What follows belongs to an exercise in optimizing a design on an open flow for small area; a production flow would make more cautious choices.
In this exercise RTL edits were held to simulation tests only and were not proved equivalent to the original.
In every run shown here, the design's own scripts or RTL, not TritonCTS, make the clock network.
The flow treats the clock pin as an ideal source. Dropping or thinning the clock tree relies on that and would not hold on a real chip.
Power figures rest on the tool's default switching activity, not on a simulated workload.

===== design/flow/config.mk =====
export PLATFORM = sky130hd
export DESIGN_NAME = fpga_top
export DESIGN_NICKNAME = fpga_top
export VERILOG_FILES = /design/flow/design.v
export SDC_FILE = /design/flow/constraint.sdc
export NUM_CORES = 4
export LEC_CHECK = 0
export ABC_AREA = 1
export CAP_MARGIN = 20
export CORE_MARGIN = 2
export CORE_UTILIZATION = 65
export GPL_TIMING_DRIVEN = 0
export PLACE_DENSITY = 0.75
export SLEW_MARGIN = 20

===== design/flow/constraint.sdc =====
create_clock -name core_clock -period 10.0 [get_ports {CLOCK_50}]
set_input_delay 2.0000 -clock core_clock [delete_from_list [all_inputs] [get_ports {CLOCK_50}]]
set_output_delay 2.0000 -clock core_clock [all_outputs]
set_load 0.01 [all_outputs]

===== design/flow/design.v =====
module fpga_top(SW, KEY, CLOCK_50, LEDR, HEX0, HEX1);
    input [9:0] SW;
    input [3:0] KEY;
    input CLOCK_50;
    output [9:0] LEDR;
    output [6:0] HEX0, HEX1;
    wire [7:0] data_result;
    quad_core u0(
        .clk(CLOCK_50),
        .resetn(KEY[0]),
        .go_n(KEY[1]),
        .data_in(SW[7:0]),
        .data_result(data_result)
    );
    assign LEDR[9:0] = {2'b00, data_result};
    hex_decoder H0(.hex_digit(data_result[3:0]), .segments(HEX0));
    hex_decoder H1(.hex_digit(data_result[7:4]), .segments(HEX1));
endmodule
module quad_core(
    input clk,
    input resetn,
    input go_n,
    input [7:0] data_in,
    output reg [7:0] data_result
    );
    reg [3:0] state;
    reg [7:0] a, b, c;
    wire [3:0] state_next;
    wire ld_a, ldx_n, a_hold, bx, bx_n, c_en, ks, ks_n, lr_n, hr;
    ctrl C0(
        .state(state), .go_n(go_n), .resetn(resetn),
        .state_next(state_next),
        .ld_a(ld_a), .ldx_n(ldx_n), .a_hold(a_hold), .bx(bx), .bx_n(bx_n), .c_en(c_en),
        .ks(ks), .ks_n(ks_n), .lr_n(lr_n), .hr(hr)
    );
    wire [7:0] mac_n;      
    wire [7:0] a_d, b_next, k_n, r_d;
    dsel S0(
        .data_in(data_in), .a(a), .b(b), .c(c), .r(data_result), .mac_n(mac_n),
        .ld_a(ld_a), .ldx_n(ldx_n), .a_hold(a_hold), .bx(bx), .bx_n(bx_n),
        .ks(ks), .ks_n(ks_n),
        .lr_n(lr_n), .hr(hr),
        .a_d(a_d), .b_next(b_next), .k_n(k_n), .r_d(r_d)
    );
    mac8 M0(.m(a), .n(b_next), .kn(k_n), .yn(mac_n));
    always @(posedge clk) begin
        state <= state_next;
        a <= a_d;
        b <= b_next;
        if (c_en)
            c <= data_in;
        data_result <= r_d;
    end
endmodule
module ctrl(
    input  [3:0] state,
    input        go_n,
    input        resetn,
    output [3:0] state_next,
    output       ld_a,       
    output       ldx_n,      
    output       a_hold,     
    output       bx,         
    output       bx_n,
    output       c_en,       
    output       ks,         
    output       ks_n,
    output       lr_n,       
    output       hr          
    );
  wire go = ~go_n;
  wire nx0_w = (~state[3] & go) | (~state[2] & state[3]) | (~state[1] & state[3]);
  wire nx1_w = (state[0] & state[3]) | (~state[0] & state[1] & ~state[3]) | (state[0] & ~state[1] & ~go) | (state[0] & state[1] & go);
  wire nx2_w = (state[2] & ~state[3]) | (state[0] & state[1] & state[3]) | (state[0] & state[1] & ~go);
  wire nx3_w = (state[0] & state[3]) | (~state[1] & state[3]) | (state[0] & state[1] & state[2] & ~go);
  wire ld_a_w = (~state[0] & ~state[1] & ~state[2]);
  wire ldx_w = (~state[0] & state[1] & state[2] & ~state[3] & go);
  wire bx_w = (~state[0] & state[1] & ~state[2]) | (~state[0] & state[1] & ~state[3] & go);
  wire c_en_w = (~state[0] & ~state[1] & state[2] & ~state[3]);
  wire last_w = (~state[0] & state[1] & state[3]);
  wire ksr_w = (state[3]);
  assign ld_a = ld_a_w; assign ldx_n = ~ldx_w; assign a_hold = ~ld_a_w & ~ldx_w;
  assign bx = bx_w; assign bx_n = ~bx_w; assign c_en = c_en_w; assign ks = ksr_w; assign ks_n = ~ksr_w;
  assign lr_n = ~(last_w & resetn); assign hr = ~last_w & resetn;
  wire [3:0] nx = {nx3_w, nx2_w, nx1_w, nx0_w};
  assign state_next = resetn ? nx : 4'd0;
endmodule
module dsel(
    input  [7:0] data_in, a, b, c, r, mac_n,
    input        ld_a, ldx_n, a_hold, bx, bx_n, ks, ks_n, lr_n, hr,
    output [7:0] a_d, b_next, k_n, r_d
    );
    assign a_d    = (data_in & {8{ld_a}}) | (a & {8{a_hold}}) | (~mac_n & {8{~ldx_n}});
    assign b_next = (data_in & {8{bx}}) | (b & {8{bx_n}});
    assign k_n    = ~((c & {8{ks}}) | (b & {8{ks_n}}));
    assign r_d    = (~mac_n & {8{~lr_n}}) | (r & {8{hr}});
endmodule
module mac8(m, n, kn, yn);
    input [7:0] m, n, kn;
    output [7:0] yn;
    assign yn = ~(m * n + ~kn);
endmodule
module hex_decoder(hex_digit, segments);
    input [3:0] hex_digit;
    output [6:0] segments;
    localparam [15:0] SEG0 = 16'h2812,
                      SEG1 = 16'hd860,
                      SEG2 = 16'hd004,
                      SEG3 = 16'h8692,
                      SEG4 = 16'h02ba,
                      SEG5 = 16'h208e,
                      SEG6 = 16'h1083;
    assign segments = {SEG6[hex_digit], SEG5[hex_digit], SEG4[hex_digit],
                       SEG3[hex_digit], SEG2[hex_digit], SEG1[hex_digit],
                       SEG0[hex_digit]};
endmodule

===== design/flow/flow/run.sh =====
#!/bin/bash
# Layout flow: the standard flow (standard.sh) with these changes:
#  - synthesis: the purely combinational modules of the design (mac8, dsel,
#    ctrl, hex_decoder) are taken from the hand-mapped cell netlists in
#    flow/cells.v instead of being synthesized from their RTL bodies; the
#    registers stay in the RTL and are inferred as in the standard synthesis.
#    Yosys's full-adder extraction is off and ABC uses an area script.
#  - ports are buffered with sky130_fd_sc_hd__buf_1.
#  - clock tree: the clock port drives two clkbuf_8, each driving half of
#    the register clock pins, grouped by position (flow/n_buf.tcl, run in
#    place of TritonCTS).
set -euo pipefail
here=$(pwd)
python3 - "$FLOW_DESIGN" flow/cells.v design_cells.v > swap_modules.log 2>&1 <<'PY'
import re, sys
src = open(sys.argv[1]).read()
cells = open(sys.argv[2]).read()
for m in re.finditer(r'^\s*module\s+(\w+)\b.*?^\s*endmodule\b', cells, re.S | re.M):
    name = m.group(1)
    mm = re.search(r'^\s*module\s+' + name + r'\b.*?^\s*endmodule\b', src, re.S | re.M)
    assert mm, "module %s not found" % name
    src = src[:mm.start()] + "\n" + m.group(0) + "\n" + src[mm.end():]
    print("replaced", name)
open(sys.argv[3], 'w').write(src)
PY
cp flow/abc_area_deep.script abc_area_deep.script
{
  head -n 1 synth_recipe.tcl
  cat <<TCL
proc abc {args} {
  set i [lsearch -exact \$args -script]
  if {\$i >= 0} { set args [lreplace \$args [expr {\$i+1}] [expr {\$i+1}] $here/abc_area_deep.script] }
  set j [lsearch -exact \$args -D]
  if {\$j >= 0} { set args [lreplace \$args \$j [expr {\$j+1}]] }
  yosys abc {*}\$args
}
TCL
  tail -n +2 synth_recipe.tcl
} > my_synth.tcl
export CLKBUF_CELL=sky130_fd_sc_hd__clkbuf_8 CLKBUF_COUNT=2
bash standard.sh VERILOG_FILES="$here/design_cells.v" ADDER_MAP_FILE= SYNTH_INSBUF=0 SYNTH_SCRIPT="$here/my_synth.tcl" \
  BUFFER_PORTS_ARGS="-inputs -outputs -buffer_cell sky130_fd_sc_hd__buf_1" \
  PRE_CTS_TCL="$here/flow/n_buf.tcl" \
  finish > standard_flow.log 2>&1

===== design/flow/flow/abc_area_deep.script =====
strash
&get -n
&deepsyn -T 30
&put
dch
map -a
topo

===== design/flow/flow/cells.v =====
module mac8(m, n, kn, yn);
    input [7:0] m, n, kn;
    output [7:0] yn;
    wire ppn1;
    wire ppn3;
    wire ppn5;
    wire ppn7;
    wire ppn9;
    wire ppn11;
    wire ppn13;
    wire ppn15;
    wire ppn17;
    wire ppn19;
    wire ppn21;
    wire ppn23;
    wire ppn25;
    wire ppn27;
    wire ppn29;
    wire ppn31;
    wire ppn33;
    wire ppn35;
    wire ppn37;
    wire ppn39;
    wire ppn41;
    wire ppn43;
    wire ppn45;
    wire ppn47;
    wire ppn49;
    wire ppn51;
    wire ppn53;
    wire ppn55;
    wire ppn57;
    wire ppn59;
    wire ppn61;
    wire ppn63;
    wire ppn65;
    wire ppn67;
    wire ppn69;
    wire ppn71;
    wire s73;
    wire c74;
    wire s77;
    wire c78;
    wire s80;
    wire c81;
    wire s84;
    wire c85;
    wire s87;
    wire c88;
    wire s90;
    wire c91;
    wire s94;
    wire c95;
    wire s97;
    wire c98;
    wire s100;
    wire c101;
    wire s103;
    wire c104;
    wire s107;
    wire c108;
    wire s110;
    wire c111;
    wire s113;
    wire c114;
    wire s116;
    wire c117;
    wire s119;
    wire c120;
    wire s123;
    wire c124;
    wire s126;
    wire c127;
    wire s129;
    wire c130;
    wire s132;
    wire c133;
    wire s135;
    wire c136;
    wire s138;
    wire c139;
    wire s142;
    wire c143;
    wire s145;
    wire c146;
    wire s148;
    wire c149;
    wire s151;
    wire c152;
    wire s154;
    wire c155;
    wire s157;
    wire c158;
    wire s160;
    wire c161;
    wire x164;
    wire x166;
    wire x168;
    wire x170;
    wire x172;
    wire x174;
    wire x176;
    wire x178;
    wire x180;
    wire x182;
    wire x184;
    wire x186;
    wire x188;
    wire x190;
    sky130_fd_sc_hd__nand2_1 g2 (.A(m[0]), .B(n[0]), .Y(ppn1));
    sky130_fd_sc_hd__nand2_1 g4 (.A(m[1]), .B(n[0]), .Y(ppn3));
    sky130_fd_sc_hd__nand2_1 g6 (.A(m[2]), .B(n[0]), .Y(ppn5));
    sky130_fd_sc_hd__nand2_1 g8 (.A(m[3]), .B(n[0]), .Y(ppn7));
    sky130_fd_sc_hd__nand2_1 g10 (.A(m[4]), .B(n[0]), .Y(ppn9));
    sky130_fd_sc_hd__nand2_1 g12 (.A(m[5]), .B(n[0]), .Y(ppn11));
    sky130_fd_sc_hd__nand2_1 g14 (.A(m[6]), .B(n[0]), .Y(ppn13));
    sky130_fd_sc_hd__nand2_1 g16 (.A(m[7]), .B(n[0]), .Y(ppn15));
    sky130_fd_sc_hd__nand2_1 g18 (.A(m[0]), .B(n[1]), .Y(ppn17));
    sky130_fd_sc_hd__nand2_1 g20 (.A(m[1]), .B(n[1]), .Y(ppn19));
    sky130_fd_sc_hd__nand2_1 g22 (.A(m[2]), .B(n[1]), .Y(ppn21));
    sky130_fd_sc_hd__nand2_1 g24 (.A(m[3]), .B(n[1]), .Y(ppn23));
    sky130_fd_sc_hd__nand2_1 g26 (.A(m[4]), .B(n[1]), .Y(ppn25));
    sky130_fd_sc_hd__nand2_1 g28 (.A(m[5]), .B(n[1]), .Y(ppn27));
    sky130_fd_sc_hd__nand2_1 g30 (.A(m[6]), .B(n[1]), .Y(ppn29));
    sky130_fd_sc_hd__nand2_1 g32 (.A(m[0]), .B(n[2]), .Y(ppn31));
    sky130_fd_sc_hd__nand2_1 g34 (.A(m[1]), .B(n[2]), .Y(ppn33));
    sky130_fd_sc_hd__nand2_1 g36 (.A(m[2]), .B(n[2]), .Y(ppn35));
    sky130_fd_sc_hd__nand2_1 g38 (.A(m[3]), .B(n[2]), .Y(ppn37));
    sky130_fd_sc_hd__nand2_1 g40 (.A(m[4]), .B(n[2]), .Y(ppn39));
    sky130_fd_sc_hd__nand2_1 g42 (.A(m[5]), .B(n[2]), .Y(ppn41));
    sky130_fd_sc_hd__nand2_1 g44 (.A(m[0]), .B(n[3]), .Y(ppn43));
    sky130_fd_sc_hd__nand2_1 g46 (.A(m[1]), .B(n[3]), .Y(ppn45));
    sky130_fd_sc_hd__nand2_1 g48 (.A(m[2]), .B(n[3]), .Y(ppn47));
    sky130_fd_sc_hd__nand2_1 g50 (.A(m[3]), .B(n[3]), .Y(ppn49));
    sky130_fd_sc_hd__nand2_1 g52 (.A(m[4]), .B(n[3]), .Y(ppn51));
    sky130_fd_sc_hd__nand2_1 g54 (.A(m[0]), .B(n[4]), .Y(ppn53));
    sky130_fd_sc_hd__nand2_1 g56 (.A(m[1]), .B(n[4]), .Y(ppn55));
    sky130_fd_sc_hd__nand2_1 g58 (.A(m[2]), .B(n[4]), .Y(ppn57));
    sky130_fd_sc_hd__nand2_1 g60 (.A(m[3]), .B(n[4]), .Y(ppn59));
    sky130_fd_sc_hd__nand2_1 g62 (.A(m[0]), .B(n[5]), .Y(ppn61));
    sky130_fd_sc_hd__nand2_1 g64 (.A(m[1]), .B(n[5]), .Y(ppn63));
    sky130_fd_sc_hd__nand2_1 g66 (.A(m[2]), .B(n[5]), .Y(ppn65));
    sky130_fd_sc_hd__nand2_1 g68 (.A(m[0]), .B(n[6]), .Y(ppn67));
    sky130_fd_sc_hd__nand2_1 g70 (.A(m[1]), .B(n[6]), .Y(ppn69));
    sky130_fd_sc_hd__nand2_1 g72 (.A(m[0]), .B(n[7]), .Y(ppn71));
    sky130_fd_sc_hd__xnor2_1 g75 (.A(ppn1), .B(kn[0]), .Y(s73));
    sky130_fd_sc_hd__or2_1 g76 (.A(ppn1), .B(kn[0]), .X(c74));
    assign yn[0] = s73;
    sky130_fd_sc_hd__fa_1 g79 (.A(ppn3), .B(ppn17), .CIN(kn[1]), .COUT(c78), .SUM(s77));
    sky130_fd_sc_hd__xnor2_1 g82 (.A(c74), .B(s77), .Y(s80));
    sky130_fd_sc_hd__or2_1 g83 (.A(c74), .B(s77), .X(c81));
    assign yn[1] = s80;
    sky130_fd_sc_hd__fa_1 g86 (.A(ppn5), .B(ppn19), .CIN(ppn31), .COUT(c85), .SUM(s84));
    sky130_fd_sc_hd__fa_1 g89 (.A(kn[2]), .B(c78), .CIN(c81), .COUT(c88), .SUM(s87));
    sky130_fd_sc_hd__xnor2_1 g92 (.A(s84), .B(s87), .Y(s90));
    sky130_fd_sc_hd__or2_1 g93 (.A(s84), .B(s87), .X(c91));
    assign yn[2] = s90;
    sky130_fd_sc_hd__fa_1 g96 (.A(ppn7), .B(ppn21), .CIN(ppn33), .COUT(c95), .SUM(s94));
    sky130_fd_sc_hd__fa_1 g99 (.A(ppn43), .B(kn[3]), .CIN(c85), .COUT(c98), .SUM(s97));
    sky130_fd_sc_hd__fa_1 g102 (.A(c88), .B(c91), .CIN(s94), .COUT(c101), .SUM(s100));
    sky130_fd_sc_hd__xnor2_1 g105 (.A(s97), .B(s100), .Y(s103));
    sky130_fd_sc_hd__or2_1 g106 (.A(s97), .B(s100), .X(c104));
    assign yn[3] = s103;
    sky130_fd_sc_hd__fa_1 g109 (.A(ppn9), .B(ppn23), .CIN(ppn35), .COUT(c108), .SUM(s107));
    sky130_fd_sc_hd__fa_1 g112 (.A(ppn45), .B(ppn53), .CIN(kn[4]), .COUT(c111), .SUM(s110));
    sky130_fd_sc_hd__fa_1 g115 (.A(c95), .B(c98), .CIN(c101), .COUT(c114), .SUM(s113));
    sky130_fd_sc_hd__fa_1 g118 (.A(c104), .B(s107), .CIN(s110), .COUT(c117), .SUM(s116));
    sky130_fd_sc_hd__xnor2_1 g121 (.A(s113), .B(s116), .Y(s119));
    sky130_fd_sc_hd__or2_1 g122 (.A(s113), .B(s116), .X(c120));
    assign yn[4] = s119;
    sky130_fd_sc_hd__fa_1 g125 (.A(ppn11), .B(ppn25), .CIN(ppn37), .COUT(c124), .SUM(s123));
    sky130_fd_sc_hd__fa_1 g128 (.A(ppn47), .B(ppn55), .CIN(ppn61), .COUT(c127), .SUM(s126));
    sky130_fd_sc_hd__fa_1 g131 (.A(kn[5]), .B(c108), .CIN(c111), .COUT(c130), .SUM(s129));
    sky130_fd_sc_hd__fa_1 g134 (.A(c114), .B(c117), .CIN(c120), .COUT(c133), .SUM(s132));
    sky130_fd_sc_hd__fa_1 g137 (.A(s123), .B(s126), .CIN(s129), .COUT(c136), .SUM(s135));
    sky130_fd_sc_hd__xnor2_1 g140 (.A(s132), .B(s135), .Y(s138));
    sky130_fd_sc_hd__or2_1 g141 (.A(s132), .B(s135), .X(c139));
    assign yn[5] = s138;
    sky130_fd_sc_hd__fa_1 g144 (.A(ppn13), .B(ppn27), .CIN(ppn39), .COUT(c143), .SUM(s142));
    sky130_fd_sc_hd__fa_1 g147 (.A(ppn49), .B(ppn57), .CIN(ppn63), .COUT(c146), .SUM(s145));
    sky130_fd_sc_hd__fa_1 g150 (.A(ppn67), .B(kn[6]), .CIN(c124), .COUT(c149), .SUM(s148));
    sky130_fd_sc_hd__fa_1 g153 (.A(c127), .B(c130), .CIN(c133), .COUT(c152), .SUM(s151));
    sky130_fd_sc_hd__fa_1 g156 (.A(c136), .B(c139), .CIN(s142), .COUT(c155), .SUM(s154));
    sky130_fd_sc_hd__fa_1 g159 (.A(s145), .B(s148), .CIN(s151), .COUT(c158), .SUM(s157));
    sky130_fd_sc_hd__xnor2_1 g162 (.A(s154), .B(s157), .Y(s160));
    sky130_fd_sc_hd__or2_1 g163 (.A(s154), .B(s157), .X(c161));
    assign yn[6] = s160;
    sky130_fd_sc_hd__xor2_1 g165 (.A(ppn15), .B(ppn29), .X(x164));
    sky130_fd_sc_hd__xor2_1 g167 (.A(ppn41), .B(ppn51), .X(x166));
    sky130_fd_sc_hd__xor2_1 g169 (.A(ppn59), .B(ppn65), .X(x168));
    sky130_fd_sc_hd__xor2_1 g171 (.A(ppn69), .B(ppn71), .X(x170));
    sky130_fd_sc_hd__xor2_1 g173 (.A(kn[7]), .B(c143), .X(x172));
    sky130_fd_sc_hd__xor2_1 g175 (.A(c146), .B(c149), .X(x174));
    sky130_fd_sc_hd__xor2_1 g177 (.A(c152), .B(c155), .X(x176));
    sky130_fd_sc_hd__xor2_1 g179 (.A(c158), .B(c161), .X(x178));
    sky130_fd_sc_hd__xor2_1 g181 (.A(x164), .B(x166), .X(x180));
    sky130_fd_sc_hd__xor2_1 g183 (.A(x168), .B(x170), .X(x182));
    sky130_fd_sc_hd__xor2_1 g185 (.A(x172), .B(x174), .X(x184));
    sky130_fd_sc_hd__xor2_1 g187 (.A(x176), .B(x178), .X(x186));
    sky130_fd_sc_hd__xor2_1 g189 (.A(x180), .B(x182), .X(x188));
    sky130_fd_sc_hd__xor2_1 g191 (.A(x184), .B(x186), .X(x190));
    sky130_fd_sc_hd__xnor2_1 g192 (.A(x188), .B(x190), .Y(yn[7]));
endmodule
module dsel(data_in, a, b, c, r, mac_n, ld_a, ldx_n, a_hold, bx, bx_n, ks, ks_n, lr_n, hr, a_d, b_next, k_n, r_d);
    input [7:0] data_in, a, b, c, r, mac_n;
    input ld_a, ldx_n, a_hold, bx, bx_n, ks, ks_n, lr_n, hr;
    output [7:0] a_d, b_next, k_n, r_d;
    wire [7:0] at;
    sky130_fd_sc_hd__nor2_1 gt0 (.A(ldx_n), .B(mac_n[0]), .Y(at[0]));
    sky130_fd_sc_hd__a221o_1 ga0 (.A1(ld_a), .A2(data_in[0]), .B1(a_hold), .B2(a[0]), .C1(at[0]), .X(a_d[0]));
    sky130_fd_sc_hd__a22o_1 gb0 (.A1(data_in[0]), .A2(bx), .B1(b[0]), .B2(bx_n), .X(b_next[0]));
    sky130_fd_sc_hd__a22oi_1 gk0 (.A1(c[0]), .A2(ks), .B1(b[0]), .B2(ks_n), .Y(k_n[0]));
    sky130_fd_sc_hd__a2bb2o_1 gr0 (.A1_N(lr_n), .A2_N(mac_n[0]), .B1(r[0]), .B2(hr), .X(r_d[0]));
    sky130_fd_sc_hd__nor2_1 gt1 (.A(ldx_n), .B(mac_n[1]), .Y(at[1]));
    sky130_fd_sc_hd__a221o_1 ga1 (.A1(ld_a), .A2(data_in[1]), .B1(a_hold), .B2(a[1]), .C1(at[1]), .X(a_d[1]));
    sky130_fd_sc_hd__a22o_1 gb1 (.A1(data_in[1]), .A2(bx), .B1(b[1]), .B2(bx_n), .X(b_next[1]));
    sky130_fd_sc_hd__a22oi_1 gk1 (.A1(c[1]), .A2(ks), .B1(b[1]), .B2(ks_n), .Y(k_n[1]));
    sky130_fd_sc_hd__a2bb2o_1 gr1 (.A1_N(lr_n), .A2_N(mac_n[1]), .B1(r[1]), .B2(hr), .X(r_d[1]));
    sky130_fd_sc_hd__nor2_1 gt2 (.A(ldx_n), .B(mac_n[2]), .Y(at[2]));
    sky130_fd_sc_hd__a221o_1 ga2 (.A1(ld_a), .A2(data_in[2]), .B1(a_hold), .B2(a[2]), .C1(at[2]), .X(a_d[2]));
    sky130_fd_sc_hd__a22o_1 gb2 (.A1(data_in[2]), .A2(bx), .B1(b[2]), .B2(bx_n), .X(b_next[2]));
    sky130_fd_sc_hd__a22oi_1 gk2 (.A1(c[2]), .A2(ks), .B1(b[2]), .B2(ks_n), .Y(k_n[2]));
    sky130_fd_sc_hd__a2bb2o_1 gr2 (.A1_N(lr_n), .A2_N(mac_n[2]), .B1(r[2]), .B2(hr), .X(r_d[2]));
    sky130_fd_sc_hd__nor2_1 gt3 (.A(ldx_n), .B(mac_n[3]), .Y(at[3]));
    sky130_fd_sc_hd__a221o_1 ga3 (.A1(ld_a), .A2(data_in[3]), .B1(a_hold), .B2(a[3]), .C1(at[3]), .X(a_d[3]));
    sky130_fd_sc_hd__a22o_1 gb3 (.A1(data_in[3]), .A2(bx), .B1(b[3]), .B2(bx_n), .X(b_next[3]));
    sky130_fd_sc_hd__a22oi_1 gk3 (.A1(c[3]), .A2(ks), .B1(b[3]), .B2(ks_n), .Y(k_n[3]));
    sky130_fd_sc_hd__a2bb2o_1 gr3 (.A1_N(lr_n), .A2_N(mac_n[3]), .B1(r[3]), .B2(hr), .X(r_d[3]));
    sky130_fd_sc_hd__nor2_1 gt4 (.A(ldx_n), .B(mac_n[4]), .Y(at[4]));
    sky130_fd_sc_hd__a221o_1 ga4 (.A1(ld_a), .A2(data_in[4]), .B1(a_hold), .B2(a[4]), .C1(at[4]), .X(a_d[4]));
    sky130_fd_sc_hd__a22o_1 gb4 (.A1(data_in[4]), .A2(bx), .B1(b[4]), .B2(bx_n), .X(b_next[4]));
    sky130_fd_sc_hd__a22oi_1 gk4 (.A1(c[4]), .A2(ks), .B1(b[4]), .B2(ks_n), .Y(k_n[4]));
    sky130_fd_sc_hd__a2bb2o_1 gr4 (.A1_N(lr_n), .A2_N(mac_n[4]), .B1(r[4]), .B2(hr), .X(r_d[4]));
    sky130_fd_sc_hd__nor2_1 gt5 (.A(ldx_n), .B(mac_n[5]), .Y(at[5]));
    sky130_fd_sc_hd__a221o_1 ga5 (.A1(ld_a), .A2(data_in[5]), .B1(a_hold), .B2(a[5]), .C1(at[5]), .X(a_d[5]));
    sky130_fd_sc_hd__a22o_1 gb5 (.A1(data_in[5]), .A2(bx), .B1(b[5]), .B2(bx_n), .X(b_next[5]));
    sky130_fd_sc_hd__a22oi_1 gk5 (.A1(c[5]), .A2(ks), .B1(b[5]), .B2(ks_n), .Y(k_n[5]));
    sky130_fd_sc_hd__a2bb2o_1 gr5 (.A1_N(lr_n), .A2_N(mac_n[5]), .B1(r[5]), .B2(hr), .X(r_d[5]));
    sky130_fd_sc_hd__nor2_1 gt6 (.A(ldx_n), .B(mac_n[6]), .Y(at[6]));
    sky130_fd_sc_hd__a221o_1 ga6 (.A1(ld_a), .A2(data_in[6]), .B1(a_hold), .B2(a[6]), .C1(at[6]), .X(a_d[6]));
    sky130_fd_sc_hd__a22o_1 gb6 (.A1(data_in[6]), .A2(bx), .B1(b[6]), .B2(bx_n), .X(b_next[6]));
    sky130_fd_sc_hd__a22oi_1 gk6 (.A1(c[6]), .A2(ks), .B1(b[6]), .B2(ks_n), .Y(k_n[6]));
    sky130_fd_sc_hd__a2bb2o_1 gr6 (.A1_N(lr_n), .A2_N(mac_n[6]), .B1(r[6]), .B2(hr), .X(r_d[6]));
    sky130_fd_sc_hd__nor2_1 gt7 (.A(ldx_n), .B(mac_n[7]), .Y(at[7]));
    sky130_fd_sc_hd__a221o_1 ga7 (.A1(ld_a), .A2(data_in[7]), .B1(a_hold), .B2(a[7]), .C1(at[7]), .X(a_d[7]));
    sky130_fd_sc_hd__a22o_1 gb7 (.A1(data_in[7]), .A2(bx), .B1(b[7]), .B2(bx_n), .X(b_next[7]));
    sky130_fd_sc_hd__a22oi_1 gk7 (.A1(c[7]), .A2(ks), .B1(b[7]), .B2(ks_n), .Y(k_n[7]));
    sky130_fd_sc_hd__a2bb2o_1 gr7 (.A1_N(lr_n), .A2_N(mac_n[7]), .B1(r[7]), .B2(hr), .X(r_d[7]));
endmodule

module ctrl(state, go_n, resetn, state_next, ld_a, ldx_n, a_hold, bx, bx_n, c_en, ks, ks_n, lr_n, hr);
  input [3:0] state;
  wire [3:0] state;
  input go_n;
  wire go_n;
  input resetn;
  wire resetn;
  output [3:0] state_next;
  wire [3:0] state_next;
  output ld_a;
  wire ld_a;
  output ldx_n;
  wire ldx_n;
  output a_hold;
  wire a_hold;
  output bx;
  wire bx;
  output bx_n;
  wire bx_n;
  output c_en;
  wire c_en;
  output ks;
  wire ks;
  output ks_n;
  wire ks_n;
  output lr_n;
  wire lr_n;
  output hr;
  wire hr;
  wire _00_;
  wire _01_;
  wire _02_;
  wire _03_;
  wire _04_;
  wire _05_;
  wire _06_;
  wire _07_;
  wire _08_;
  wire _09_;
  wire _10_;
  wire _11_;
  sky130_fd_sc_hd__clkinv_1 _12_ (
    .A(state[3]),
    .Y(ks_n)
  );
  sky130_fd_sc_hd__clkinv_1 _13_ (
    .A(resetn),
    .Y(_00_)
  );
  sky130_fd_sc_hd__clkinv_1 _14_ (
    .A(state[0]),
    .Y(_01_)
  );
  sky130_fd_sc_hd__nor2_1 _15_ (
    .A(state[3]),
    .B(go_n),
    .Y(_02_)
  );
  sky130_fd_sc_hd__nor2_1 _16_ (
    .A(_01_),
    .B(_02_),
    .Y(_03_)
  );
  sky130_fd_sc_hd__a22oi_1 _17_ (
    .A1(state[2]),
    .A2(ks_n),
    .B1(_03_),
    .B2(state[1]),
    .Y(_04_)
  );
  sky130_fd_sc_hd__nor2_1 _18_ (
    .A(_00_),
    .B(_04_),
    .Y(state_next[2])
  );
  sky130_fd_sc_hd__clkinv_1 _19_ (
    .A(state[1]),
    .Y(_05_)
  );
  sky130_fd_sc_hd__nor4_1 _20_ (
    .A(state[3]),
    .B(_05_),
    .C(_01_),
    .D(_02_),
    .Y(_06_)
  );
  sky130_fd_sc_hd__a21oi_1 _21_ (
    .A1(ks_n),
    .A2(state[1]),
    .B1(_03_),
    .Y(_07_)
  );
  sky130_fd_sc_hd__nor3_1 _22_ (
    .A(_00_),
    .B(_06_),
    .C(_07_),
    .Y(state_next[1])
  );
  sky130_fd_sc_hd__clkinv_1 _23_ (
    .A(state[2]),
    .Y(_08_)
  );
  sky130_fd_sc_hd__nor2_1 _24_ (
    .A(_08_),
    .B(_02_),
    .Y(_09_)
  );
  sky130_fd_sc_hd__a221oi_1 _25_ (
    .A1(ks_n),
    .A2(go_n),
    .B1(_09_),
    .B2(state[1]),
    .C1(_00_),
    .Y(state_next[0])
  );
  sky130_fd_sc_hd__nor3_1 _26_ (
    .A(state[0]),
    .B(ks_n),
    .C(_05_),
    .Y(_10_)
  );
  sky130_fd_sc_hd__nand2_1 _27_ (
    .A(_10_),
    .B(resetn),
    .Y(lr_n)
  );
  sky130_fd_sc_hd__nor3_1 _28_ (
    .A(state[2]),
    .B(state[1]),
    .C(state[0]),
    .Y(ld_a)
  );
  sky130_fd_sc_hd__nor4_1 _29_ (
    .A(state[3]),
    .B(state[1]),
    .C(state[0]),
    .D(_08_),
    .Y(c_en)
  );
  sky130_fd_sc_hd__nor2_1 _30_ (
    .A(_00_),
    .B(_10_),
    .Y(hr)
  );
  sky130_fd_sc_hd__a31oi_1 _31_ (
    .A1(_03_),
    .A2(state[2]),
    .A3(state[1]),
    .B1(state[3]),
    .Y(_11_)
  );
  sky130_fd_sc_hd__nor3_1 _32_ (
    .A(_00_),
    .B(_10_),
    .C(_11_),
    .Y(state_next[3])
  );
  sky130_fd_sc_hd__nor3_1 _33_ (
    .A(_05_),
    .B(state[0]),
    .C(_09_),
    .Y(bx)
  );
  sky130_fd_sc_hd__nand2_1 _34_ (
    .A(bx),
    .B(state[2]),
    .Y(ldx_n)
  );
  sky130_fd_sc_hd__clkinv_1 _35_ (
    .A(bx),
    .Y(bx_n)
  );
  sky130_fd_sc_hd__a21oi_1 _36_ (
    .A1(bx),
    .A2(state[2]),
    .B1(ld_a),
    .Y(a_hold)
  );
  assign ks = state[3];
endmodule

module hex_decoder(hex_digit, segments);
  input [3:0] hex_digit;
  wire [3:0] hex_digit;
  output [6:0] segments;
  wire [6:0] segments;
  wire _00_;
  wire _01_;
  wire _02_;
  wire _03_;
  wire _04_;
  wire _05_;
  wire _06_;
  wire _07_;
  wire _08_;
  wire _09_;
  wire _10_;
  wire _11_;
  wire _12_;
  wire _13_;
  sky130_fd_sc_hd__clkinv_1 _14_ (
    .A(hex_digit[2]),
    .Y(_00_)
  );
  sky130_fd_sc_hd__nor3_1 _15_ (
    .A(hex_digit[1]),
    .B(hex_digit[3]),
    .C(_00_),
    .Y(_01_)
  );
  sky130_fd_sc_hd__clkinv_1 _16_ (
    .A(hex_digit[1]),
    .Y(_02_)
  );
  sky130_fd_sc_hd__nor2_1 _17_ (
    .A(hex_digit[2]),
    .B(_02_),
    .Y(_03_)
  );
  sky130_fd_sc_hd__nor2_1 _18_ (
    .A(hex_digit[0]),
    .B(_03_),
    .Y(_04_)
  );
  sky130_fd_sc_hd__clkinv_1 _19_ (
    .A(hex_digit[3]),
    .Y(_05_)
  );
  sky130_fd_sc_hd__nor2_1 _20_ (
    .A(hex_digit[1]),
    .B(_00_),
    .Y(_06_)
  );
  sky130_fd_sc_hd__nor2_1 _21_ (
    .A(_05_),
    .B(_06_),
    .Y(_07_)
  );
  sky130_fd_sc_hd__nor3_1 _22_ (
    .A(_01_),
    .B(_04_),
    .C(_07_),
    .Y(segments[5])
  );
  sky130_fd_sc_hd__o22ai_1 _23_ (
    .A1(hex_digit[0]),
    .A2(_05_),
    .B1(_06_),
    .B2(_03_),
    .Y(_08_)
  );
  sky130_fd_sc_hd__clkinv_1 _24_ (
    .A(_08_),
    .Y(_09_)
  );
  sky130_fd_sc_hd__clkinv_1 _25_ (
    .A(hex_digit[0]),
    .Y(_10_)
  );
  sky130_fd_sc_hd__nand2_1 _26_ (
    .A(_01_),
    .B(_10_),
    .Y(_11_)
  );
  sky130_fd_sc_hd__o21ai_0 _27_ (
    .A1(_04_),
    .A2(_09_),
    .B1(_11_),
    .Y(segments[3])
  );
  sky130_fd_sc_hd__nand2_1 _28_ (
    .A(segments[3]),
    .B(_02_),
    .Y(_12_)
  );
  sky130_fd_sc_hd__nor2_1 _29_ (
    .A(_05_),
    .B(_09_),
    .Y(_13_)
  );
  sky130_fd_sc_hd__a21oi_1 _30_ (
    .A1(_12_),
    .A2(_05_),
    .B1(_13_),
    .Y(segments[0])
  );
  sky130_fd_sc_hd__a221oi_1 _31_ (
    .A1(_10_),
    .A2(_00_),
    .B1(segments[3]),
    .B2(_02_),
    .C1(segments[5]),
    .Y(segments[1])
  );
  sky130_fd_sc_hd__a311oi_1 _32_ (
    .A1(_10_),
    .A2(hex_digit[2]),
    .A3(_05_),
    .B1(_07_),
    .C1(_09_),
    .Y(segments[6])
  );
  sky130_fd_sc_hd__o21ai_0 _33_ (
    .A1(_10_),
    .A2(hex_digit[3]),
    .B1(_12_),
    .Y(segments[4])
  );
  sky130_fd_sc_hd__a32o_1 _34_ (
    .A1(_10_),
    .A2(_05_),
    .A3(_03_),
    .B1(_13_),
    .B2(hex_digit[2]),
    .X(segments[2])
  );
endmodule

===== design/flow/flow/n_buf.tcl =====
# Clock tree of one level: the clock port drives CLKBUF_COUNT clock buffers
# (cell CLKBUF_CELL); the register clock pins are split into that many groups
# of near-equal size by position (k-means), and each group is driven by one
# buffer placed at the group's centroid. Used in place of TritonCTS.
proc clock_tree_synthesis {args} {
  set master_name $::env(CLKBUF_CELL)
  set nbuf $::env(CLKBUF_COUNT)
  set block [ord::get_db_block]
  set master [[ord::get_db] findMaster $master_name]
  set clk_net [[$block findBTerm CLOCK_50] getNet]
  set pts {}
  foreach it [$clk_net getITerms] {
    set bb [[$it getInst] getBBox]
    lappend pts [list $it [expr {([$bb xMin] + [$bb xMax]) / 2.0}] [expr {([$bb yMin] + [$bb yMax]) / 2.0}]]
  }
  set n [llength $pts]
  # seed centres along x, then balanced k-means (each group gets at most ceil(n/k))
  set sorted [lsort -real -index 1 $pts]
  set cap [expr {int(ceil(double($n) / $nbuf))}]
  set centres {}
  for {set g 0} {$g < $nbuf} {incr g} {
    set p [lindex $sorted [expr {int(($g + 0.5) * $n / $nbuf)}]]
    lappend centres [list [lindex $p 1] [lindex $p 2]]
  }
  for {set iter 0} {$iter < 20} {incr iter} {
    # assign greedily by distance, respecting capacity
    set pairs {}
    set i 0
    foreach p $pts {
      set g 0
      foreach c $centres {
        set d [expr {abs([lindex $p 1] - [lindex $c 0]) + abs([lindex $p 2] - [lindex $c 1])}]
        lappend pairs [list $d $i $g]
        incr g
      }
      incr i
    }
    set pairs [lsort -real -index 0 $pairs]
    set assign [lrepeat $n -1]
    set count [lrepeat $nbuf 0]
    foreach pr $pairs {
      lassign $pr d i g
      if {[lindex $assign $i] >= 0 || [lindex $count $g] >= $cap} continue
      lset assign $i $g
      lset count $g [expr {[lindex $count $g] + 1}]
    }
    set newc {}
    for {set g 0} {$g < $nbuf} {incr g} {
      set sx 0.0; set sy 0.0; set k 0
      for {set i 0} {$i < $n} {incr i} {
        if {[lindex $assign $i] == $g} {
          set p [lindex $pts $i]
          set sx [expr {$sx + [lindex $p 1]}]; set sy [expr {$sy + [lindex $p 2]}]; incr k
        }
      }
      if {$k > 0} { lappend newc [list [expr {$sx / $k}] [expr {$sy / $k}]] } else { lappend newc [lindex $centres $g] }
    }
    set centres $newc
  }
  $clk_net setSigType CLOCK
  for {set g 0} {$g < $nbuf} {incr g} {
    set buf [odb::dbInst_create $block $master clkbuf_$g]
    set net [odb::dbNet_create $block clknet_$g]
    $net setSigType CLOCK
    [$buf findITerm A] connect $clk_net
    [$buf findITerm X] connect $net
    set c [lindex $centres $g]
    $buf setLocation [expr {int([lindex $c 0])}] [expr {int([lindex $c 1])}]
    $buf setPlacementStatus PLACED
    set k 0
    for {set i 0} {$i < $n} {incr i} {
      if {[lindex $assign $i] == $g} {
        set it [lindex [lindex $pts $i] 0]
        $it disconnect
        $it connect $net
        incr k
      }
    }
    puts "clock buffer clkbuf_$g ($master_name) drives $k clock pins"
  }
}

===== design/flow/standard.sh =====
#!/bin/bash
# synth_recipe.tcl (not shown) runs the flow's synth.tcl, then flattens the netlist and writes it again
# the make line also repeats each setting of config.mk as NAME=value (left out here)
make -C /OpenROAD-flow-scripts/flow DESIGN_CONFIG=/design/flow/config.mk WORK_HOME=/design/flow/orfs CLKGATE_MAP_FILE= SYNTH_SCRIPT=/design/flow/synth_recipe.tcl "${@:-finish}"

==> flow_summary.toml, run 1 <==
[routing]
wire_per_inst_microns = 15.7
ant_nets = 0
drt_wl_total_mm = 4.89
drc = 0
dr_total_vias = 1878
dr.pass1.iters = 4
vias_per_cell = 6.02
dr.first_iter.drc_count = 125

[placed_design]
gp_congestion = 0.868
dpl-instance-area_sq_um = 2440
dp_cells = 310
dpl.hpwl_mm = 3.79
port_buffers = 32

[clock_tree]
clk_latency_ns = 0.17
cts_hold_buf = 0
path_clk_slew_ns = 0.10
ctsResizeCount = 0
post_cts_buffers = 0

[critical_path]
r2r-start = "u0.state[3]$_DFF_P_"
critical_path.most_common_cell = "fa_1"
max_stage_delay_ns = 0.52
critPathArrivalTime_ns = 9.37
r2r_cells = 24
crit_type = "in2reg"
end_kind = "register"
path_buf_inv = 2
critPathLaunchType = "input pin"
worstPathRequired_ns = 10.05
crit_fanout = 11
regToRegSetupSlack_ns = 2.02
cp_slowest_cell = "nor3_2"
path_delay_family = "adder cells"
r2r_end = "u0.a[7]$_DFF_P_"

[layout]
fillerInstances = 289
fin_util_pct = 74.0
final-instance-count-excl-fill = 312
seq_area_sq_um = 801
drive_gt1_share_pct = 1.88
area_growth_pct = 10.0
fin_area_sq_um = 2470
antenna_cells = 0
multi_input_area_sq_um = 1400
nNetsFinal = 304

[min_path]
whs_path_depth = 1
min_to = "u0.a[7]$_DFF_P_"
hold_class = "reg2reg"
hold_start = "u0.a[7]$_DFF_P_"

[synthesis]
synth_edf_count = 8
yosysWarnings = 1
synth_flop_cell = "dfxtp_1"
synth_top_area_share_pct = 25.0
synth.area.top_cells = "dfxtp_1, fa_1, edfxtp_1"
synth.most_common_cell = "nand2_1"
yosys.cell_types.count = 23
synth_area_leader_cell = "dfxtp_1"
netlist_instances = 230
synthArstFlopShare_pct = 0
ys_seq_area_share_pct = 35.7
syn_area_sq_um = 2240
ys_seq_elements = 36
synth_commonest_cells = "nand2_1, dfxtp_1, nor2_1, fa_1, clkinv_1"
syn_avg_cell_area_sq_um = 9.75

[die]
die_h_microns = 62.8
io_pins = 39
core_area_sq_um = 3340
fp-row-count = 21
dieArea_sq_um = 3940
fp.dieW_microns = 62.8
start_util_pct = 67.2

[sta]
finalCriticalPeriod_ns = 9.32
tns_ns = 0
slew_violations = 0
clock.fmax_mhz = 107
setup_viol = 0
holdWs_ns = 0.512
max-slew-margin-rel_pct = 28.4
timing_hold_violations_final = 0
rsz0062_at_grt = "false"
worst_pin_slew_ns = 1.07
clock_skew_ns = 0.0160
fin_crit_sh_pct = 93.2

[power_and_ir_drop]
leakage_uw = 0.000848
power_density_nw_per_um2 = 218
ir_drop_uv = 127

[grt]
grt_pass1_vias = 1794
antenna_found_initial = 0
grt_pass1_wl_mm = 8.66
grt_max_degree = 19
grtUsageTotal_pct = 27.0
grt-ovfl-total = 0

[outcome]
status = "timing/DRC/antenna clean"

[job]
cap_viol_max_count = 0
worst register-to-register path: cells and delay by family (launching register included):
kind                     cells  cell delay, ns
flip-flops                   1            0.49
XOR/XNOR                     4            0.73
AO/OA/AOI/OAI                2            0.69
adder cells (fa/ha/maj)      7            3.25
buffers and inverters        1            0.42
AND/OR/NAND/NOR             10            2.31
per-layer routing:
metal  vias to the layer above  GRT usage [%]  share of wire (%)
met5                         -              0                  0
met4                         0           2.22               0.33
met3                         2          0.901                3.6
met2                        55           46.4                 48
met1                       929           40.5                 48
li1                        892              -                  -
where the power goes:
part / total (uW) / internal (uW) / switching (uW) / leakage [uW]
Combinational: 310 / 144 / 166 / 0.000530
Clock: 53.9 / 18.7 / 35.3 / 0.0000144
Sequential: 174 / 162 / 12.3 / 0.000304
Total: 538 / 325 / 213 / 0.000848
metrics by stage:
| stage | worst slack, ns | total power [uW] |
|---|---|---|
| global route | 0.216 | 588 |
| floorplan | 0.960 | 420 |
| global placement | 0.162 | 472 |
| finish | 0.681 | 538 |
| detailed placement | 0.109 | 480 |
| CTS | 0.0881 | 522 |
final cells by class:
cell class	count	area share, %
Sequential cell	36	32.4
Inverter	16	2.43
Multi-Input combinational cell	179	56.6
Timing Repair Buffer	33	5.07
Buffer	2	1.12
Tap cell	46	2.33
logic make-up after synthesis:
group | count (synthesis) | share of synthesized area (%)
flip-flops | 36 | 35.7
XOR/XNOR | 22 | 8.59
AND/OR/NAND/NOR | 83 | 15.4
AO/OA/AOI/OAI | 51 | 18.7
other | 1 | 0.167
adder cells (fa/ha/maj) | 21 | 18.7
buffers and inverters | 16 | 2.68
flip-flops by register name, summed over array words and instances (netlist names):
| signal | flops |
|---|---|
| u0.state | 4 |
| u0.data_result | 8 |
| u0.c | 8 |
| u0.a | 8 |
| u0.b | 8 |
placed cells by master, fill, tap and decap left out, types with 2 or more instances in the layout:
master,instances
nand2_1,42
buf_1,32
dfxtp_1,28
nor2_1,23
fa_1,21
clkinv_1,16
xor2_1,14
a22oi_1,9
nor3_1,8
xnor2_1,8
a221o_1,8
a22o_1,8
a2bb2o_1,8
edfxtp_1,8
or2_1,7
o21ai_0,4
a21oi_1,4
a221oi_1,3
o22ai_1,2
a311oi_1,2
a32o_1,2
clkbuf_8,2
conb_1,2
worst max-delay path by stage:
| stage | from | end | slack [ns] | cells past startpoint |
|---|---|---|---|---|
| final | KEY[1] | u0.a[7]$_DFF_P_ | 0.68 | 25 |
| after global routing | KEY[1] | u0.a[7]$_DFF_P_ | 0.22 | 25 |
| after CTS | KEY[1] | u0.a[7]$_DFF_P_ | 0.09 | 25 |
| after detailed placement | KEY[1] | u0.a[7]$_DFF_P_ | 0.11 | 25 |
| after global placement | KEY[1] | u0.a[7]$_DFF_P_ | 0.16 | 25 |
| after floorplan | KEY[1] | u0.a[7]$_DFF_P_ | 0.96 | 24 |
==> run 2: changes to the inputs <==
--- a/design/flow/design.v
+++ b/design/flow/design.v
@@ -26,29 +26,28 @@
     reg [3:0] state;
     reg [7:0] a, b, c;
     wire [3:0] state_next;
-    wire ld_a, ldx_n, a_hold, bx, bx_n, c_en, ks, ks_n, lr_n, hr;
+    wire ld_a, ldx_n, a_hold, bx, bx_n, c_en, c_en_n, ks, ks_n, lr_n, hr;
     ctrl C0(
         .state(state), .go_n(go_n), .resetn(resetn),
         .state_next(state_next),
-        .ld_a(ld_a), .ldx_n(ldx_n), .a_hold(a_hold), .bx(bx), .bx_n(bx_n), .c_en(c_en),
+        .ld_a(ld_a), .ldx_n(ldx_n), .a_hold(a_hold), .bx(bx), .bx_n(bx_n), .c_en(c_en), .c_en_n(c_en_n),
         .ks(ks), .ks_n(ks_n), .lr_n(lr_n), .hr(hr)
     );
     wire [7:0] mac_n;      
-    wire [7:0] a_d, b_next, k_n, r_d;
+    wire [7:0] a_d, b_next, c_d, k_n, r_d;
     dsel S0(
         .data_in(data_in), .a(a), .b(b), .c(c), .r(data_result), .mac_n(mac_n),
         .ld_a(ld_a), .ldx_n(ldx_n), .a_hold(a_hold), .bx(bx), .bx_n(bx_n),
-        .ks(ks), .ks_n(ks_n),
+        .c_en(c_en), .c_en_n(c_en_n), .ks(ks), .ks_n(ks_n),
         .lr_n(lr_n), .hr(hr),
-        .a_d(a_d), .b_next(b_next), .k_n(k_n), .r_d(r_d)
+        .a_d(a_d), .b_next(b_next), .c_d(c_d), .k_n(k_n), .r_d(r_d)
     );
     mac8 M0(.m(a), .n(b_next), .kn(k_n), .yn(mac_n));
     always @(posedge clk) begin
         state <= state_next;
         a <= a_d;
         b <= b_next;
-        if (c_en)
-            c <= data_in;
+        c <= c_d;
         data_result <= r_d;
     end
 endmodule
@@ -63,6 +62,7 @@
     output       bx,         
     output       bx_n,
     output       c_en,       
+    output       c_en_n,
     output       ks,         
     output       ks_n,
     output       lr_n,       
@@ -80,19 +80,20 @@
   wire last_w = (~state[0] & state[1] & state[3]);
   wire ksr_w = (state[3]);
   assign ld_a = ld_a_w; assign ldx_n = ~ldx_w; assign a_hold = ~ld_a_w & ~ldx_w;
-  assign bx = bx_w; assign bx_n = ~bx_w; assign c_en = c_en_w; assign ks = ksr_w; assign ks_n = ~ksr_w;
+  assign bx = bx_w; assign bx_n = ~bx_w; assign c_en = c_en_w; assign c_en_n = ~c_en_w; assign ks = ksr_w; assign ks_n = ~ksr_w;
   assign lr_n = ~(last_w & resetn); assign hr = ~last_w & resetn;
   wire [3:0] nx = {nx3_w, nx2_w, nx1_w, nx0_w};
   assign state_next = resetn ? nx : 4'd0;
 endmodule
 module dsel(
     input  [7:0] data_in, a, b, c, r, mac_n,
-    input        ld_a, ldx_n, a_hold, bx, bx_n, ks, ks_n, lr_n, hr,
-    output [7:0] a_d, b_next, k_n, r_d
+    input        ld_a, ldx_n, a_hold, bx, bx_n, c_en, c_en_n, ks, ks_n, lr_n, hr,
+    output [7:0] a_d, b_next, c_d, k_n, r_d
     );
     assign a_d    = (data_in & {8{ld_a}}) | (a & {8{a_hold}}) | (~mac_n & {8{~ldx_n}});
     assign b_next = (data_in & {8{bx}}) | (b & {8{bx_n}});
-    assign k_n    = ~((c & {8{ks}}) | (b & {8{ks_n}}));
+    assign c_d    = (data_in & {8{c_en}}) | (c & {8{c_en_n}});
+    assign k_n    = ~((c_d & {8{ks}}) | (b & {8{ks_n}}));
     assign r_d    = (~mac_n & {8{~lr_n}}) | (r & {8{hr}});
 endmodule
 module mac8(m, n, kn, yn);
--- a/design/flow/flow/run.sh
+++ b/design/flow/flow/run.sh
@@ -38,7 +38,7 @@
   tail -n +2 synth_recipe.tcl
 } > my_synth.tcl
 export CLKBUF_CELL=sky130_fd_sc_hd__clkbuf_8 CLKBUF_COUNT=2
-bash standard.sh VERILOG_FILES="$here/design_cells.v" ADDER_MAP_FILE= SYNTH_INSBUF=0 SYNTH_SCRIPT="$here/my_synth.tcl" \
+bash standard.sh VERILOG_FILES="$here/design_cells.v" ADDER_MAP_FILE= SYNTH_SCRIPT="$here/my_synth.tcl" \
   BUFFER_PORTS_ARGS="-inputs -outputs -buffer_cell sky130_fd_sc_hd__buf_1" \
   PRE_CTS_TCL="$here/flow/n_buf.tcl" \
   finish > standard_flow.log 2>&1
--- a/design/flow/flow/cells.v
+++ b/design/flow/flow/cells.v
@@ -201,54 +201,62 @@
     sky130_fd_sc_hd__xor2_1 g191 (.A(x184), .B(x186), .X(x190));
     sky130_fd_sc_hd__xnor2_1 g192 (.A(x188), .B(x190), .Y(yn[7]));
 endmodule
-module dsel(data_in, a, b, c, r, mac_n, ld_a, ldx_n, a_hold, bx, bx_n, ks, ks_n, lr_n, hr, a_d, b_next, k_n, r_d);
+module dsel(data_in, a, b, c, r, mac_n, ld_a, ldx_n, a_hold, bx, bx_n, c_en, c_en_n, ks, ks_n, lr_n, hr, a_d, b_next, c_d, k_n, r_d);
     input [7:0] data_in, a, b, c, r, mac_n;
-    input ld_a, ldx_n, a_hold, bx, bx_n, ks, ks_n, lr_n, hr;
-    output [7:0] a_d, b_next, k_n, r_d;
+    input ld_a, ldx_n, a_hold, bx, bx_n, c_en, c_en_n, ks, ks_n, lr_n, hr;
+    output [7:0] a_d, b_next, c_d, k_n, r_d;
     wire [7:0] at;
     sky130_fd_sc_hd__nor2_1 gt0 (.A(ldx_n), .B(mac_n[0]), .Y(at[0]));
     sky130_fd_sc_hd__a221o_1 ga0 (.A1(ld_a), .A2(data_in[0]), .B1(a_hold), .B2(a[0]), .C1(at[0]), .X(a_d[0]));
     sky130_fd_sc_hd__a22o_1 gb0 (.A1(data_in[0]), .A2(bx), .B1(b[0]), .B2(bx_n), .X(b_next[0]));
-    sky130_fd_sc_hd__a22oi_1 gk0 (.A1(c[0]), .A2(ks), .B1(b[0]), .B2(ks_n), .Y(k_n[0]));
+    sky130_fd_sc_hd__a22o_1 gc0 (.A1(data_in[0]), .A2(c_en), .B1(c[0]), .B2(c_en_n), .X(c_d[0]));
+    sky130_fd_sc_hd__a22oi_1 gk0 (.A1(c_d[0]), .A2(ks), .B1(b[0]), .B2(ks_n), .Y(k_n[0]));
     sky130_fd_sc_hd__a2bb2o_1 gr0 (.A1_N(lr_n), .A2_N(mac_n[0]), .B1(r[0]), .B2(hr), .X(r_d[0]));
     sky130_fd_sc_hd__nor2_1 gt1 (.A(ldx_n), .B(mac_n[1]), .Y(at[1]));
     sky130_fd_sc_hd__a221o_1 ga1 (.A1(ld_a), .A2(data_in[1]), .B1(a_hold), .B2(a[1]), .C1(at[1]), .X(a_d[1]));
     sky130_fd_sc_hd__a22o_1 gb1 (.A1(data_in[1]), .A2(bx), .B1(b[1]), .B2(bx_n), .X(b_next[1]));
-    sky130_fd_sc_hd__a22oi_1 gk1 (.A1(c[1]), .A2(ks), .B1(b[1]), .B2(ks_n), .Y(k_n[1]));
+    sky130_fd_sc_hd__a22o_1 gc1 (.A1(data_in[1]), .A2(c_en), .B1(c[1]), .B2(c_en_n), .X(c_d[1]));
+    sky130_fd_sc_hd__a22oi_1 gk1 (.A1(c_d[1]), .A2(ks), .B1(b[1]), .B2(ks_n), .Y(k_n[1]));
     sky130_fd_sc_hd__a2bb2o_1 gr1 (.A1_N(lr_n), .A2_N(mac_n[1]), .B1(r[1]), .B2(hr), .X(r_d[1]));
     sky130_fd_sc_hd__nor2_1 gt2 (.A(ldx_n), .B(mac_n[2]), .Y(at[2]));
     sky130_fd_sc_hd__a221o_1 ga2 (.A1(ld_a), .A2(data_in[2]), .B1(a_hold), .B2(a[2]), .C1(at[2]), .X(a_d[2]));
     sky130_fd_sc_hd__a22o_1 gb2 (.A1(data_in[2]), .A2(bx), .B1(b[2]), .B2(bx_n), .X(b_next[2]));
-    sky130_fd_sc_hd__a22oi_1 gk2 (.A1(c[2]), .A2(ks), .B1(b[2]), .B2(ks_n), .Y(k_n[2]));
+    sky130_fd_sc_hd__a22o_1 gc2 (.A1(data_in[2]), .A2(c_en), .B1(c[2]), .B2(c_en_n), .X(c_d[2]));
+    sky130_fd_sc_hd__a22oi_1 gk2 (.A1(c_d[2]), .A2(ks), .B1(b[2]), .B2(ks_n), .Y(k_n[2]));
     sky130_fd_sc_hd__a2bb2o_1 gr2 (.A1_N(lr_n), .A2_N(mac_n[2]), .B1(r[2]), .B2(hr), .X(r_d[2]));
     sky130_fd_sc_hd__nor2_1 gt3 (.A(ldx_n), .B(mac_n[3]), .Y(at[3]));
     sky130_fd_sc_hd__a221o_1 ga3 (.A1(ld_a), .A2(data_in[3]), .B1(a_hold), .B2(a[3]), .C1(at[3]), .X(a_d[3]));
     sky130_fd_sc_hd__a22o_1 gb3 (.A1(data_in[3]), .A2(bx), .B1(b[3]), .B2(bx_n), .X(b_next[3]));
-    sky130_fd_sc_hd__a22oi_1 gk3 (.A1(c[3]), .A2(ks), .B1(b[3]), .B2(ks_n), .Y(k_n[3]));
+    sky130_fd_sc_hd__a22o_1 gc3 (.A1(data_in[3]), .A2(c_en), .B1(c[3]), .B2(c_en_n), .X(c_d[3]));
+    sky130_fd_sc_hd__a22oi_1 gk3 (.A1(c_d[3]), .A2(ks), .B1(b[3]), .B2(ks_n), .Y(k_n[3]));
     sky130_fd_sc_hd__a2bb2o_1 gr3 (.A1_N(lr_n), .A2_N(mac_n[3]), .B1(r[3]), .B2(hr), .X(r_d[3]));
     sky130_fd_sc_hd__nor2_1 gt4 (.A(ldx_n), .B(mac_n[4]), .Y(at[4]));
     sky130_fd_sc_hd__a221o_1 ga4 (.A1(ld_a), .A2(data_in[4]), .B1(a_hold), .B2(a[4]), .C1(at[4]), .X(a_d[4]));
     sky130_fd_sc_hd__a22o_1 gb4 (.A1(data_in[4]), .A2(bx), .B1(b[4]), .B2(bx_n), .X(b_next[4]));
-    sky130_fd_sc_hd__a22oi_1 gk4 (.A1(c[4]), .A2(ks), .B1(b[4]), .B2(ks_n), .Y(k_n[4]));
+    sky130_fd_sc_hd__a22o_1 gc4 (.A1(data_in[4]), .A2(c_en), .B1(c[4]), .B2(c_en_n), .X(c_d[4]));
+    sky130_fd_sc_hd__a22oi_1 gk4 (.A1(c_d[4]), .A2(ks), .B1(b[4]), .B2(ks_n), .Y(k_n[4]));
     sky130_fd_sc_hd__a2bb2o_1 gr4 (.A1_N(lr_n), .A2_N(mac_n[4]), .B1(r[4]), .B2(hr), .X(r_d[4]));
     sky130_fd_sc_hd__nor2_1 gt5 (.A(ldx_n), .B(mac_n[5]), .Y(at[5]));
     sky130_fd_sc_hd__a221o_1 ga5 (.A1(ld_a), .A2(data_in[5]), .B1(a_hold), .B2(a[5]), .C1(at[5]), .X(a_d[5]));
     sky130_fd_sc_hd__a22o_1 gb5 (.A1(data_in[5]), .A2(bx), .B1(b[5]), .B2(bx_n), .X(b_next[5]));
-    sky130_fd_sc_hd__a22oi_1 gk5 (.A1(c[5]), .A2(ks), .B1(b[5]), .B2(ks_n), .Y(k_n[5]));
+    sky130_fd_sc_hd__a22o_1 gc5 (.A1(data_in[5]), .A2(c_en), .B1(c[5]), .B2(c_en_n), .X(c_d[5]));
+    sky130_fd_sc_hd__a22oi_1 gk5 (.A1(c_d[5]), .A2(ks), .B1(b[5]), .B2(ks_n), .Y(k_n[5]));
     sky130_fd_sc_hd__a2bb2o_1 gr5 (.A1_N(lr_n), .A2_N(mac_n[5]), .B1(r[5]), .B2(hr), .X(r_d[5]));
     sky130_fd_sc_hd__nor2_1 gt6 (.A(ldx_n), .B(mac_n[6]), .Y(at[6]));
     sky130_fd_sc_hd__a221o_1 ga6 (.A1(ld_a), .A2(data_in[6]), .B1(a_hold), .B2(a[6]), .C1(at[6]), .X(a_d[6]));
     sky130_fd_sc_hd__a22o_1 gb6 (.A1(data_in[6]), .A2(bx), .B1(b[6]), .B2(bx_n), .X(b_next[6]));
-    sky130_fd_sc_hd__a22oi_1 gk6 (.A1(c[6]), .A2(ks), .B1(b[6]), .B2(ks_n), .Y(k_n[6]));
+    sky130_fd_sc_hd__a22o_1 gc6 (.A1(data_in[6]), .A2(c_en), .B1(c[6]), .B2(c_en_n), .X(c_d[6]));
+    sky130_fd_sc_hd__a22oi_1 gk6 (.A1(c_d[6]), .A2(ks), .B1(b[6]), .B2(ks_n), .Y(k_n[6]));
     sky130_fd_sc_hd__a2bb2o_1 gr6 (.A1_N(lr_n), .A2_N(mac_n[6]), .B1(r[6]), .B2(hr), .X(r_d[6]));
     sky130_fd_sc_hd__nor2_1 gt7 (.A(ldx_n), .B(mac_n[7]), .Y(at[7]));
     sky130_fd_sc_hd__a221o_1 ga7 (.A1(ld_a), .A2(data_in[7]), .B1(a_hold), .B2(a[7]), .C1(at[7]), .X(a_d[7]));
     sky130_fd_sc_hd__a22o_1 gb7 (.A1(data_in[7]), .A2(bx), .B1(b[7]), .B2(bx_n), .X(b_next[7]));
-    sky130_fd_sc_hd__a22oi_1 gk7 (.A1(c[7]), .A2(ks), .B1(b[7]), .B2(ks_n), .Y(k_n[7]));
+    sky130_fd_sc_hd__a22o_1 gc7 (.A1(data_in[7]), .A2(c_en), .B1(c[7]), .B2(c_en_n), .X(c_d[7]));
+    sky130_fd_sc_hd__a22oi_1 gk7 (.A1(c_d[7]), .A2(ks), .B1(b[7]), .B2(ks_n), .Y(k_n[7]));
     sky130_fd_sc_hd__a2bb2o_1 gr7 (.A1_N(lr_n), .A2_N(mac_n[7]), .B1(r[7]), .B2(hr), .X(r_d[7]));
 endmodule
 
-module ctrl(state, go_n, resetn, state_next, ld_a, ldx_n, a_hold, bx, bx_n, c_en, ks, ks_n, lr_n, hr);
+module ctrl(state, go_n, resetn, state_next, ld_a, ldx_n, a_hold, bx, bx_n, c_en, c_en_n, ks, ks_n, lr_n, hr);
   input [3:0] state;
   wire [3:0] state;
   input go_n;
@@ -269,6 +277,8 @@
   wire bx_n;
   output c_en;
   wire c_en;
+  output c_en_n;
+  wire c_en_n;
   output ks;
   wire ks;
   output ks_n;
@@ -364,68 +374,72 @@
     .Y(state_next[0])
   );
   sky130_fd_sc_hd__nor3_1 _26_ (
+    .A(_05_),
+    .B(state[0]),
+    .C(_09_),
+    .Y(bx)
+  );
+  sky130_fd_sc_hd__nand2_1 _27_ (
+    .A(bx),
+    .B(state[2]),
+    .Y(ldx_n)
+  );
+  sky130_fd_sc_hd__clkinv_1 _28_ (
+    .A(bx),
+    .Y(bx_n)
+  );
+  sky130_fd_sc_hd__nor3_1 _29_ (
+    .A(state[2]),
+    .B(state[1]),
+    .C(state[0]),
+    .Y(ld_a)
+  );
+  sky130_fd_sc_hd__nor3_1 _30_ (
     .A(state[0]),
     .B(ks_n),
     .C(_05_),
     .Y(_10_)
   );
-  sky130_fd_sc_hd__nand2_1 _27_ (
+  sky130_fd_sc_hd__nand2_1 _31_ (
     .A(_10_),
     .B(resetn),
     .Y(lr_n)
   );
-  sky130_fd_sc_hd__nor3_1 _28_ (
-    .A(state[2]),
-    .B(state[1]),
-    .C(state[0]),
-    .Y(ld_a)
+  sky130_fd_sc_hd__nor2_1 _32_ (
+    .A(_00_),
+    .B(_10_),
+    .Y(hr)
   );
-  sky130_fd_sc_hd__nor4_1 _29_ (
+  sky130_fd_sc_hd__nor4_1 _33_ (
     .A(state[3]),
     .B(state[1]),
     .C(state[0]),
     .D(_08_),
     .Y(c_en)
   );
-  sky130_fd_sc_hd__nor2_1 _30_ (
-    .A(_00_),
-    .B(_10_),
-    .Y(hr)
-  );
-  sky130_fd_sc_hd__a31oi_1 _31_ (
+  sky130_fd_sc_hd__a31oi_1 _34_ (
     .A1(_03_),
     .A2(state[2]),
     .A3(state[1]),
     .B1(state[3]),
     .Y(_11_)
   );
-  sky130_fd_sc_hd__nor3_1 _32_ (
+  sky130_fd_sc_hd__nor3_1 _35_ (
     .A(_00_),
     .B(_10_),
     .C(_11_),
     .Y(state_next[3])
   );
-  sky130_fd_sc_hd__nor3_1 _33_ (
-    .A(_05_),
-    .B(state[0]),
-    .C(_09_),
-    .Y(bx)
-  );
-  sky130_fd_sc_hd__nand2_1 _34_ (
-    .A(bx),
-    .B(state[2]),
-    .Y(ldx_n)
-  );
-  sky130_fd_sc_hd__clkinv_1 _35_ (
-    .A(bx),
-    .Y(bx_n)
-  );
   sky130_fd_sc_hd__a21oi_1 _36_ (
     .A1(bx),
     .A2(state[2]),
     .B1(ld_a),
     .Y(a_hold)
   );
+  sky130_fd_sc_hd__clkinv_1 _37_ (
+    .A(c_en),
+    .Y(c_en_n)
+  );
   assign ks = state[3];
 endmodule
 
--- a/design/flow/config.mk
+++ b/design/flow/config.mk
@@ -9,6 +9,5 @@
 export CAP_MARGIN = 20
 export CORE_MARGIN = 2
 export CORE_UTILIZATION = 65
-export GPL_TIMING_DRIVEN = 0
 export PLACE_DENSITY = 0.75
 export SLEW_MARGIN = 20
==> run 2 against run 1 <==
  * First-iteration DRC count down 18%
  * Combinational power increased by 6.8%
  * Maximum frequency rose by 3.1%
  * Area after synthesis rose by 0.39%
  * Critical path type unchanged
  * Highest routed layer unchanged
==> flow_summary.toml, run 2 <==
[die]
io_pins = 39
fp-row-count = 21
fp.dieW_microns = 62.9
core_area_sq_um = 3340
start_util_pct = 67.5
die_h_microns = 62.9
dieArea_sq_um = 3950

[sta]
finalCriticalPeriod_ns = 9.04
timing_hold_violations_final = 0
fin_crit_sh_pct = 90.4
worst_pin_slew_ns = 1.06
rsz0062_at_grt = "false"
max-slew-margin-rel_pct = 29.0
setup_viol = 0
clock_skew_ns = 0.0129
clock.fmax_mhz = 111
slew_violations = 0
tns_ns = 0

[critical_path]
path_delay_family = "adder cells"
end_kind = "register"
crit_fanout = 11
worstPathRequired_ns = 10.06
crit_type = "in2reg"
critPathLaunchType = "input pin"
critPathArrivalTime_ns = 9.09
max_stage_delay_ns = 0.51
cp_slowest_cell = "fa_1"
critical_path.most_common_cell = "fa_1"
path_buf_inv = 3

[synthesis]
yosysWarnings = 1
synth.most_common_cell = "nand2_1"
synth_area_leader_cell = "dfxtp_1"
netlist_instances = 241
syn_avg_cell_area_sq_um = 9.35
synth_top_area_share_pct = 32.0
synth_commonest_cells = "nand2_1, dfxtp_1, nor2_1, fa_1, clkinv_1"
ys_seq_elements = 36
ys_seq_area_share_pct = 32.0
syn_area_sq_um = 2250
synth.area.top_cells = "dfxtp_1, fa_1, nand2_1"
synthArstFlopShare_pct = 0
synth_edf_count = 0
yosys.cell_types.count = 23
synth_flop_cell = "dfxtp_1"

[routing]
drt_wl_total_mm = 5.23
dr.pass1.iters = 4
vias_per_cell = 5.95
wire_per_inst_microns = 16.2
drc = 0
ant_nets = 0
dr.first_iter.drc_count = 102
dr_total_vias = 1922

[outcome]
status = "timing/DRC/antenna clean"

[clock_tree]
post_cts_buffers = 0
cts_hold_buf = 0
clk_latency_ns = 0.17
ctsResizeCount = 0
path_clk_slew_ns = 0.10

[grt]
grt_pass1_wl_mm = 8.98
grt_pass1_vias = 1906
grt-ovfl-total = 0
grtUsageTotal_pct = 27.7
grt_max_degree = 19
antenna_found_initial = 0

[placed_design]
gp_congestion = 0.831
dpl.hpwl_mm = 4.00
port_buffers = 32
dpl-instance-area_sq_um = 2440

[min_path]
hold_class = "reg2reg"

[layout]
most-common-layout-cells = "nand2_1, dfxtp_1, buf_1"
nNetsFinal = 315
fillerInstances = 286
multi_input_area_sq_um = 1460
layout_commonest_cell = "nand2_1"
fin_util_pct = 74.0
fin_area_sq_um = 2470
area_growth_pct = 9.61
antenna_cells = 0
seq_area_sq_um = 721
drive_gt1_share_pct = 1.81

[power_and_ir_drop]
ir_drop_uv = 260
power_density_nw_per_um2 = 229
leakage_uw = 0.000884

[job]
cap_viol_max_count = 0
-- run 2: cell types whose count changed after synthesis, sizes merged --
cell,before,now
a22o,8,16
buf,0,2
clkinv,16,17
dfxtp,28,36
edfxtp,8,0
-- run 2: final cells by class --
type	count	area share (%)
inverter	17	2.58
timing repair buffer	35	5.78
sequential	36	29.2
tap	46	2.33
multi-input combinational	187	59.0
buffer	2	1.12
-- run 2: routing by layer --
metal	track usage [%]	wire length [microns]	vias to the layer above
met2	48.0	2540	84
met3	1.26	374	4
li1	-	-	924
met1	40.2	2260	910
met5	0	0	-
met4	2.50	55	0
-- run 2: where the power goes --
group | internal [uW] | switching [uW] | leakage [uW]
combinational | 151 | 180 | 0.000572
clock | 18.7 | 37.9 | 0.0000144
sequential | 164 | 14.8 | 0.000298
total | 334 | 232 | 0.000884
-- run 2: cell families (layout without fill, tap and decap cells) --
family / count (synthesis) / after routing / synth area share, %
buffers and inverters: 19 / 54 / 3.50
AO/OA/AOI/OAI: 59 / 59 / 21.8
other: 1 / 2 / 0.167
flip-flops: 36 / 36 / 32.0
XOR/XNOR: 22 / 22 / 8.56
adder cells (fa/ha/maj): 21 / 21 / 18.7
AND/OR/NAND/NOR: 83 / 83 / 15.3
-- run 2: worst paths after layout --
kind / startpoint / end / slack [ns] / depth (start not counted)
min reg2reg: u0.c[4]$_DFF_P_ / u0.c[4]$_DFF_P_ / 0.49 / 1
max: KEY[1] / u0.a[7]$_DFF_P_ / 0.96 / 26
min: u0.c[4]$_DFF_P_ / u0.c[4]$_DFF_P_ / 0.49 / 1
max reg2reg: u0.state[3]$_DFF_P_ / u0.a[7]$_DFF_P_ / 2.34 / 25
-- run 2: through the flow --
stage,cells,setup slack (ns),total power (uW),hold slack [ns]
after floorplan,242,0.960,431,0.440
after global placement,321,0.845,503,0.452
after detailed placement,321,0.848,510,0.455
after CTS,323,0.800,552,0.461
after global routing,323,0.598,607,0.500
final,323,0.964,566,0.486

static timing again, ports no longer ideal:
The flow's constraints put no driver on any port. The routed layouts listed below were extracted and timed again, unchanged, in two steps.
Step 1, drivers: a clkbuf_16 drives CLOCK_50 and a buf_2 each remaining input, both assumed.
Step 2, shift: input delay + t, output delay - t, t = (earliest + latest rising clock arrival at the registers) / 2. This alone moves slack from input paths to output paths.
Three values: no drivers, after step 1, after step 2; two values: the first two.
run	t (ns)	slack for setup (ns)	worst slew at a driven data input, ns	cell pins on the clock port's net
run 1	0.193	0.681 / 0.695 / 0.502	0.03	2
run 2	0.201	0.964 / 0.981 / 0.781	0.03	2
After both steps setup and hold are still met in every run listed. For run 2, which loses most, drivers alone change the setup slack by +0.017 ns; drivers and shift together by -0.183 ns.
